From an optimization exercise on the open Yosys and OpenROAD flow, aimed at small area, a short achievable clock period and few clock cycles per item; shortcuts taken in it are not production practice.

== build 98 ==
==> flow/design.v <==
`timescale 1ns / 1ns
module mat_ops_controller #(
	parameter DATA_LEN = 8,
	parameter N = 8,
	parameter ADDRESS_SIZE = 4
)
(
	input                         i_clk,
	input                         i_rstn,
	input   [DATA_LEN*N-1:0]      i_read_data_A,
	output  [ADDRESS_SIZE-1:0]    o_address_A,
	output                        o_wr_en_A,
	output  [DATA_LEN*N-1:0]      o_write_data_A,
	input   [DATA_LEN*N-1:0]      i_read_data_B,
	output  [ADDRESS_SIZE-1:0]    o_address_B,
	output                        o_wr_en_B,
	output  [DATA_LEN*N-1:0]      o_write_data_B,
	output                        o_done
);
	reg        idle;
	reg        P;
	reg  [8:0] S;
	reg  [2:0] T;
	reg  [2:0] r;
	reg  [2:0] wrow;      
	reg        pa0;       
	wire start = (i_read_data_A[7:0] == 8'd1);
	wire go    = idle && pa0 && start;
	wire r0    = (r == 3'd0);
	wire r7    = (r == 3'd7);
	wire [8:0] S_n;
	assign S_n[0] = P || (go && addr_a[3]) || (S[8] && !r7);
	assign S_n[1] = S[0];
	assign S_n[2] = S[1] && !r0;
	assign S_n[3] = (S[1] && r0) || S[2];
	assign S_n[8:4] = S[7:3];
	wire [2:0] T_n = {T[1:0], S[8] && r7};
	wire       idle_n = (idle && !go) || T[2];
	wire [2:0] r_n    = S[8] ? r + 3'd1 : r;
	wire [2:0] wrow_n = S[8] ? r : wrow;
	wire       wb_n   = S_n[2] || T_n[2];
	wire [2:0] k_n    = {S_n[5] | S_n[6] | S_n[7] | S_n[8],
	                     S_n[3] | S_n[4] | S_n[7] | S_n[8],
	                     S_n[1] | S_n[4] | S_n[6] | S_n[8]};
	wire       ra_n   = go || (|S_n[7:0]) || (S_n[8] && !r7) || T[2];
	wire [2:0] rowa_n = S_n[8] ? r_n + 3'd1 : r_n;
	reg  [3:0] addr_a;
	reg  [3:0] addr_b;
	reg        wr_b;
	reg        done;
	reg        v0;
	reg        f0;
	always @(posedge i_clk, negedge i_rstn) begin
		if (!i_rstn) begin
			idle   <= 1'b1;
			P      <= 1'b0;
			pa0    <= 1'b1;
			S      <= 9'd0;
			T      <= 3'd0;
			r      <= 3'd0;
			wrow   <= 3'd0;
			addr_a <= 4'd0;
			addr_b <= 4'd0;
			wr_b   <= 1'b0;
			done   <= 1'b0;
		end else begin
			idle   <= idle_n;
			P      <= go && !addr_a[3];
			pa0    <= !addr_a[3];
			S      <= S_n;
			T      <= T_n;
			r      <= r_n;
			wrow   <= wrow_n;
			addr_a <= ra_n ? {1'b1, rowa_n} : 4'd0;
			addr_b <= wb_n ? {1'b1, wrow_n} : {1'b0, k_n};
			wr_b   <= wb_n;
			done   <= T_n[2];
		end
	end
	wire [2:0] k0 = addr_b[2:0];
	always @(posedge i_clk) begin
		v0 <= (|S_n) && !S_n[2];
		f0 <= S_n[0];
	end
	reg                  f1;
	reg  [11:0]          a2, a2n;
	reg                  f2, keep2, f2r, keep2r;
	wire [7:0]           a1 = i_read_data_A[8*k0 +: 8];
	wire [11:0]          a1_enc;
	genvar m;
	generate
		for (m = 0; m < 4; m = m + 1) begin : BOOTH
			wire hi = a1[2*m+1];
			wire md = a1[2*m];
			wire lo = (m == 0) ? 1'b0 : a1[2*m-1];
			assign a1_enc[3*m]   = hi;
			assign a1_enc[3*m+1] = md ^ lo;
			assign a1_enc[3*m+2] = (hi & ~md & ~lo) | (~hi & md & lo);
		end
	endgenerate
	wire [63:0]          acc;
	always @(posedge i_clk, negedge i_rstn) begin
		if (!i_rstn) begin
			f2r    <= 1'b0;
			keep2r <= 1'b1;
		end else begin
			f2r    <= f1;
			keep2r <= !f1;
		end
	end
	always @(posedge i_clk) begin
		f1    <= f0;
		f2    <= f1;
		keep2 <= !f1;
		a2    <= v0 ? a1_enc : 12'd0;
		a2n   <= v0 ? ~a1_enc : 12'hfff;
	end
	genvar j;
	generate
		for (j = 0; j < N; j = j + 1) begin : LANE
			mac_lane #(.KEEP_LOW((j / 2) % 2), .A_LOW(j < N/2 ? 0 : 1)) u_lane (
				.i_clk (i_clk),
				.a     (j < N/2 ? a2 : a2n),
				.b     (i_read_data_B[8*j +: 8]),
				.first (j < 2 ? f2 : j < 4 ? keep2 : j < 6 ? f2r : keep2r),
				.acc   (acc[8*j +: 8])
			);
		end
	endgenerate
	assign o_address_A    = addr_a;
	assign o_wr_en_A      = done;
	assign o_write_data_A = {(DATA_LEN*N){1'b0}};
	assign o_address_B    = addr_b;
	assign o_wr_en_B      = wr_b;
	assign o_write_data_B = acc;
	assign o_done         = done;
endmodule
module mac_lane #(
	parameter KEEP_LOW = 0,   
	parameter A_LOW    = 0    
) (
	input            i_clk,
	input      [11:0] a,
	input      [7:0] b,
	input            first,
	output reg [7:0] acc
);
	wire [14:0] d;
	reg  [14:0] q;
	wire [11:0] ad = A_LOW ? ~a : a;
	wire neg0 = ad[0];
	wire one0 = ad[1];
	wire two0 = ad[2];
	wire neg1 = ad[3];
	wire one1 = ad[4];
	wire two1 = ad[5];
	wire neg2 = ad[6];
	wire one2 = ad[7];
	wire two2 = ad[8];
	wire neg3 = ad[9];
	wire one3 = ad[10];
	wire two3 = ad[11];
	wire t1;
	wire t2;
	wire t3;
	wire t4;
	wire t5;
	wire t6;
	wire t7;
	wire t8;
	wire t9;
	wire t10;
	wire t11;
	wire t12;
	wire t13;
	wire t14;
	wire t15;
	assign t1 = (neg1 & ~(one1 & b[0])) ^ (((one0 & b[3]) | (two0 & b[2])) ^ neg0);
	assign t2 = (neg1 & ~(one1 & b[0])) & (((one0 & b[3]) | (two0 & b[2])) ^ neg0);
	assign t3 = (one2 & b[0]) ^ (((one0 & b[4]) | (two0 & b[3])) ^ neg0) ^ (((one1 & b[2]) | (two1 & b[1])) ^ neg1);
	assign t4 = ((one2 & b[0]) & (((one0 & b[4]) | (two0 & b[3])) ^ neg0)) | ((one2 & b[0]) & (((one1 & b[2]) | (two1 & b[1])) ^ neg1)) | ((((one0 & b[4]) | (two0 & b[3])) ^ neg0) & (((one1 & b[2]) | (two1 & b[1])) ^ neg1));
	assign t5 = (neg2 & ~(one2 & b[0])) ^ (((one0 & b[5]) | (two0 & b[4])) ^ neg0) ^ (((one1 & b[3]) | (two1 & b[2])) ^ neg1);
	assign t6 = ((neg2 & ~(one2 & b[0])) & (((one0 & b[5]) | (two0 & b[4])) ^ neg0)) | ((neg2 & ~(one2 & b[0])) & (((one1 & b[3]) | (two1 & b[2])) ^ neg1)) | ((((one0 & b[5]) | (two0 & b[4])) ^ neg0) & (((one1 & b[3]) | (two1 & b[2])) ^ neg1));
	assign t7 = (((one2 & b[1]) | (two2 & b[0])) ^ neg2) ^ t4;
	assign t8 = (((one2 & b[1]) | (two2 & b[0])) ^ neg2) & t4;
	assign t9 = (one3 & b[0]) ^ (((one0 & b[6]) | (two0 & b[5])) ^ neg0) ^ (((one1 & b[4]) | (two1 & b[3])) ^ neg1);
	assign t10 = ((one3 & b[0]) & (((one0 & b[6]) | (two0 & b[5])) ^ neg0)) | ((one3 & b[0]) & (((one1 & b[4]) | (two1 & b[3])) ^ neg1)) | ((((one0 & b[6]) | (two0 & b[5])) ^ neg0) & (((one1 & b[4]) | (two1 & b[3])) ^ neg1));
	assign t11 = (((one2 & b[2]) | (two2 & b[1])) ^ neg2) ^ t6 ^ t9;
	assign t12 = ((((one2 & b[2]) | (two2 & b[1])) ^ neg2) & t6) | ((((one2 & b[2]) | (two2 & b[1])) ^ neg2) & t9) | (t6 & t9);
	assign t13 = (neg3 & ~(one3 & b[0])) ^ (((one0 & b[7]) | (two0 & b[6])) ^ neg0) ^ (((one1 & b[5]) | (two1 & b[4])) ^ neg1);
	assign t14 = (((one2 & b[3]) | (two2 & b[2])) ^ neg2) ^ (((one3 & b[1]) | (two3 & b[0])) ^ neg3) ^ t10;
	assign t15 = t13 ^ t14;
	assign d[0] = (one0 & b[0]);
	assign d[1] = (neg0 & ~(one0 & b[0]));
	assign d[2] = (((one0 & b[1]) | (two0 & b[0])) ^ neg0);
	assign d[3] = (one1 & b[0]);
	assign d[4] = (((one0 & b[2]) | (two0 & b[1])) ^ neg0);
	assign d[5] = (((one1 & b[1]) | (two1 & b[0])) ^ neg1);
	assign d[6] = t1;
	assign d[7] = t2;
	assign d[8] = t3;
	assign d[9] = t5;
	assign d[10] = t7;
	assign d[11] = t8;
	assign d[12] = t11;
	assign d[13] = t12;
	assign d[14] = t15;
	always @(posedge i_clk)
		q <= d;
	wire first_q = first;
	wire [7:0] g = (KEEP_LOW ? !first_q : first_q) ? 8'd0 : acc;
	always @(posedge i_clk)
		acc <= g + {q[13] , q[11] , q[9] , q[7] , q[5] , q[3] , q[1] , q[0]} + {q[14] , q[12] , q[10] , q[8] , q[6] , q[4] , q[2] , 1'b0};
endmodule
clock: 5.0 ns
lec_check: 0
cap_margin: 20
core_margin: 2
core_utilization: 40
cts_buf_list: sky130_fd_sc_hd__clkbuf_4 sky130_fd_sc_hd__clkbuf_8 sky130_fd_sc_hd__clkbuf_16
cts_cluster_diameter: 60
cts_cluster_size: 30
place_density: 0.6
setup_slack_margin: 2.7
slew_margin: 20
standard.sh (not shown) runs the stock make flow with config.mk's settings and CLKGATE_MAP_FILE= SYNTH_SCRIPT=/design/flow/synth_recipe.tcl, a recipe that flattens the netlist after the stock synthesis.
==> flow/flow/run.sh <==
#!/bin/bash
# The standard layout (the standard.sh, standard synthesis unchanged) with
# the port buffers made from the smallest buffer cell instead of the
# clock-delay buffer that buffer_ports picks by default.
set -euo pipefail
bash standard.sh BUFFER_PORTS_ARGS="-buffer_cell sky130_fd_sc_hd__buf_1" finish > make_finish.log 2>&1
For build 90, these inputs were changed with respect to build 98:
--- a/flow/design.v
+++ b/flow/design.v
@@ -77,15 +77,18 @@
 			done   <= T_n[2];
 		end
 	end
 	wire [2:0] k0 = addr_b[2:0];
+	reg        h0;
 	always @(posedge i_clk) begin
 		v0 <= (|S_n) && !S_n[2];
 		f0 <= S_n[0];
+		h0 <= (|S_n) && !wb_n && (k_n == 3'd0);
 	end
 	reg                  f1;
 	reg  [11:0]          a2, a2n;
-	reg                  f2, keep2, f2r, keep2r;
+	reg                  f2, keep2;
+	reg                  h1, h2, hkeep2;
 	wire [7:0]           a1 = i_read_data_A[8*k0 +: 8];
 	wire [11:0]          a1_enc;
 	genvar m;
 	generate
@@ -98,21 +101,15 @@
 			assign a1_enc[3*m+2] = (hi & ~md & ~lo) | (~hi & md & lo);
 		end
 	endgenerate
 	wire [63:0]          acc;
-	always @(posedge i_clk, negedge i_rstn) begin
-		if (!i_rstn) begin
-			f2r    <= 1'b0;
-			keep2r <= 1'b1;
-		end else begin
-			f2r    <= f1;
-			keep2r <= !f1;
-		end
-	end
 	always @(posedge i_clk) begin
 		f1    <= f0;
 		f2    <= f1;
 		keep2 <= !f1;
+		h1    <= h0;
+		h2    <= h1;
+		hkeep2 <= !h1;
 		a2    <= v0 ? a1_enc : 12'd0;
 		a2n   <= v0 ? ~a1_enc : 12'hfff;
 	end
 	genvar j;
@@ -121,9 +118,9 @@
 			mac_lane #(.KEEP_LOW((j / 2) % 2), .A_LOW(j < N/2 ? 0 : 1)) u_lane (
 				.i_clk (i_clk),
 				.a     (j < N/2 ? a2 : a2n),
 				.b     (i_read_data_B[8*j +: 8]),
-				.first (j < 2 ? f2 : j < 4 ? keep2 : j < 6 ? f2r : keep2r),
+				.first (j < 2 ? f2 : j < 4 ? keep2 : j < 6 ? h2 : hkeep2),
 				.acc   (acc[8*j +: 8])
 			);
 		end
 	endgenerate
## What came out
Relative to build 98, the area overhead of the layout relative to synthesis of build 90 is lower by 1.6 points.
The final reports for build 90 and build 98 show multi-input gate share of the layout cell area higher in the former.
Looking at core footprint across both flows, build 90 is the weaker of the two, with build 98 ahead.
Lower met3 wirelength from detailed routing goes to build 98 over build 90.
Build 98 -> build 90: flip-flop and latch count increased slightly
Cmp build 98 and build 90 / clock-cell share of area / lower: build 90
~same via count in build 98 and build 90
Compared build 98 against build 90; xor and xnor fraction of the mapped netlist area within noise.
Taking build 98 as the reference, in build 90 number of clock sinks seen by CTS up 2; final area down 0.91%; clock period minus final worst setup slack down 0.14 ns.
CTS buffer count shrinks by more than 10% when moving from build 98 to build 90.
Clock latency on the worst-skew pair: build 90 < build 98
Function was not checked in any run of this note: the RTL went through the layout flow alone.

mat_ops_controller, a different RTL version from the one above (not shown whole).
Size: roughly 1400 cells after synthesis, ~270 I/O pins.
==> module mac_lane, before the edit <==
module mac_lane (
	input            i_clk,
	input      [7:0] a,
	input      [7:0] b,
	input            first,
	output reg [7:0] acc
);
	reg              first_q;
	wire [14:0] d;
	reg  [14:0] q;
	wire t1;
	wire t2;
	wire t3;
	wire t4;
	wire t5;
	wire t6;
	wire t7;
	wire t8;
	wire t9;
	wire t10;
	wire t11;
	wire t12;
	wire t13;
	wire t14;
	wire t15;
	wire t16;
	wire t17;
	wire t18;
	wire t19;
	wire t20;
	wire t21;
	wire t22;
	wire t23;
	wire t24;
	wire t25;
	wire t26;
	wire t27;
	wire t28;
	wire t29;
	wire t30;
	wire t31;
	wire t32;
	wire t33;
	wire t34;
	wire t35;
	wire t36;
	assign t1 = (a[0] & b[6]) ^ (a[1] & b[5]);
	assign t2 = (a[0] & b[6]) & (a[1] & b[5]);
	assign t3 = (a[0] & b[7]) ^ (a[1] & b[6]) ^ (a[2] & b[5]);
	assign t4 = (a[3] & b[4]) ^ (a[4] & b[3]);
	assign t5 = (a[0] & b[4]) ^ (a[1] & b[3]);
	assign t6 = (a[0] & b[4]) & (a[1] & b[3]);
	assign t7 = (a[0] & b[5]) ^ (a[1] & b[4]) ^ (a[2] & b[3]);
	assign t8 = ((a[0] & b[5]) & (a[1] & b[4])) | ((a[0] & b[5]) & (a[2] & b[3])) | ((a[1] & b[4]) & (a[2] & b[3]));
	assign t9 = (a[3] & b[2]) ^ (a[4] & b[1]);
	assign t10 = (a[3] & b[2]) & (a[4] & b[1]);
	assign t11 = t1 ^ (a[2] & b[4]) ^ (a[3] & b[3]);
	assign t12 = (t1 & (a[2] & b[4])) | (t1 & (a[3] & b[3])) | ((a[2] & b[4]) & (a[3] & b[3]));
	assign t13 = (a[4] & b[2]) ^ (a[5] & b[1]) ^ (a[6] & b[0]);
	assign t14 = ((a[4] & b[2]) & (a[5] & b[1])) | ((a[4] & b[2]) & (a[6] & b[0])) | ((a[5] & b[1]) & (a[6] & b[0]));
	assign t15 = t2 ^ t3 ^ t4;
	assign t16 = (a[5] & b[2]) ^ (a[6] & b[1]) ^ (a[7] & b[0]);
	assign t17 = (a[0] & b[3]) ^ (a[1] & b[2]);
	assign t18 = (a[0] & b[3]) & (a[1] & b[2]);
	assign t19 = t5 ^ (a[2] & b[2]) ^ (a[3] & b[1]);
	assign t20 = (t5 & (a[2] & b[2])) | (t5 & (a[3] & b[1])) | ((a[2] & b[2]) & (a[3] & b[1]));
	assign t21 = t6 ^ t7 ^ t9;
	assign t22 = (t6 & t7) | (t6 & t9) | (t7 & t9);
	assign t23 = t8 ^ t10 ^ t11;
	assign t24 = (t8 & t10) | (t8 & t11) | (t10 & t11);
	assign t25 = t12 ^ t14 ^ t15;
	assign t26 = (a[0] & b[2]) ^ (a[1] & b[1]);
	assign t27 = (a[0] & b[2]) & (a[1] & b[1]);
	assign t28 = t17 ^ (a[2] & b[1]) ^ (a[3] & b[0]);
	assign t29 = (t17 & (a[2] & b[1])) | (t17 & (a[3] & b[0])) | ((a[2] & b[1]) & (a[3] & b[0]));
	assign t30 = t18 ^ t19 ^ (a[4] & b[0]);
	assign t31 = (t18 & t19) | (t18 & (a[4] & b[0])) | (t19 & (a[4] & b[0]));
	assign t32 = t20 ^ t21 ^ (a[5] & b[0]);
	assign t33 = (t20 & t21) | (t20 & (a[5] & b[0])) | (t21 & (a[5] & b[0]));
	assign t34 = t22 ^ t23 ^ t13;
	assign t35 = (t22 & t23) | (t22 & t13) | (t23 & t13);
	assign t36 = t24 ^ t25 ^ t16;
	assign d[0] = (a[0] & b[0]);
	assign d[1] = (a[0] & b[1]);
	assign d[2] = (a[1] & b[0]);
	assign d[3] = t26;
	assign d[4] = (a[2] & b[0]);
	assign d[5] = t27;
	assign d[6] = t28;
	assign d[7] = t29;
	assign d[8] = t30;
	assign d[9] = t31;
	assign d[10] = t32;
	assign d[11] = t33;
	assign d[12] = t34;
	assign d[13] = t35;
	assign d[14] = t36;
	always @(posedge i_clk) begin
		q       <= d;
		first_q <= first;
	end
	wire [7:0] g = first_q ? 8'd0 : acc;
	always @(posedge i_clk)
		acc <= g + {q[13] , q[11] , q[9] , q[7] , q[5] , q[3] , q[1] , q[0]} + {q[14] , q[12] , q[10] , q[8] , q[6] , q[4] , q[2] , 1'b0};
endmodule
export LEC_CHECK = 0
export CAP_MARGIN = 20
export CORE_MARGIN = 2
export CORE_UTILIZATION = 40
export PLACE_DENSITY = 0.6
export SETUP_SLACK_MARGIN = 2.5
export SLEW_MARGIN = 20
create_clock -name core_clock -period 5.0 [get_ports {i_clk}]
Scripts as last shown in full above: flow/flow/run.sh
Change:
--- a/flow/design.v
+++ b/flow/design.v
@@ -219,9 +219,37 @@
 	assign d[14] = t36;
 	always @(posedge i_clk) begin
 		q       <= d;
 		first_q <= first;
 	end
 	wire [7:0] g = first_q ? 8'd0 : acc;
+	wire u1;
+	wire u2;
+	wire u3;
+	wire u4;
+	wire u5;
+	wire u6;
+	wire u7;
+	wire u8;
+	wire u9;
+	wire u10;
+	wire u11;
+	wire u12;
+	wire u13;
+	assign u1 = g[1] ^ q[1];
+	assign u2 = g[1] & q[1];
+	assign u3 = g[2] ^ q[3] ^ q[4];
+	assign u4 = (g[2] & q[3]) | (g[2] & q[4]) | (q[3] & q[4]);
+	assign u5 = g[3] ^ q[5] ^ q[6];
+	assign u6 = (g[3] & q[5]) | (g[3] & q[6]) | (q[5] & q[6]);
+	assign u7 = g[4] ^ q[7] ^ q[8];
+	assign u8 = (g[4] & q[7]) | (g[4] & q[8]) | (q[7] & q[8]);
+	assign u9 = g[5] ^ q[9] ^ q[10];
+	assign u10 = (g[5] & q[9]) | (g[5] & q[10]) | (q[9] & q[10]);
+	assign u11 = g[6] ^ q[11] ^ q[12];
+	assign u12 = (g[6] & q[11]) | (g[6] & q[12]) | (q[11] & q[12]);
+	assign u13 = g[7] ^ q[13] ^ q[14];
+	wire [7:0] s0 = {u12 , u10 , u8 , u6 , u4 , u2 , u1 , g[0]};
+	wire [7:0] s1 = {u13 , u11 , u9 , u7 , u5 , u3 , q[2] , q[0]};
 	always @(posedge i_clk)
-		acc <= g + {q[13] , q[11] , q[9] , q[7] , q[5] , q[3] , q[1] , q[0]} + {q[14] , q[12] , q[10] , q[8] , q[6] , q[4] , q[2] , 1'b0};
+		acc <= s0 + s1;
 endmodule
After rerunning: Synthesized area rose by a few percent; worst hold slack stays flat; wire length rose by a few percent; sequential share of layout area fell by 1.2 points; global-route usage rose by 0.68 points.
No functional check of the RTL was part of any run of this note.

[re-timing with driven ports]
In the flow no input, the clock included, has a driving cell. The finished layouts below were timed again as built, in two steps. Step 1 sets driving cells, clkbuf_16 on the clock port and buf_2 on the other inputs (assumed; they add their load-dependent delay and slew). Step 2 times the ports against the registers' clock, not the clock port: input delays grow and output delays shrink by t, the midpoint of the rising clock arrivals with the driver on. Slacks: ideal ports / drivers / drivers and shift; pairs: ideal ports / drivers.
run	t, ns	setup WS [ns]	clock arrival spread, ns
build 98	0.589	2.540 / 2.540 / 2.336	0.019 / 0.019
build 90	0.563	2.678 / 2.678 / 2.315	0.025 / 0.024
the first run of note 2	0.570	2.436 / 2.436 / 2.436	0.026 / 0.027
the second run of note 2	0.575	2.408 / 2.408 / 2.142	0.017 / 0.017
After both steps setup and hold are still met in every run listed. For build 90, which loses most, drivers alone change the setup slack by 0.000 ns; drivers and shift together by -0.363 ns.
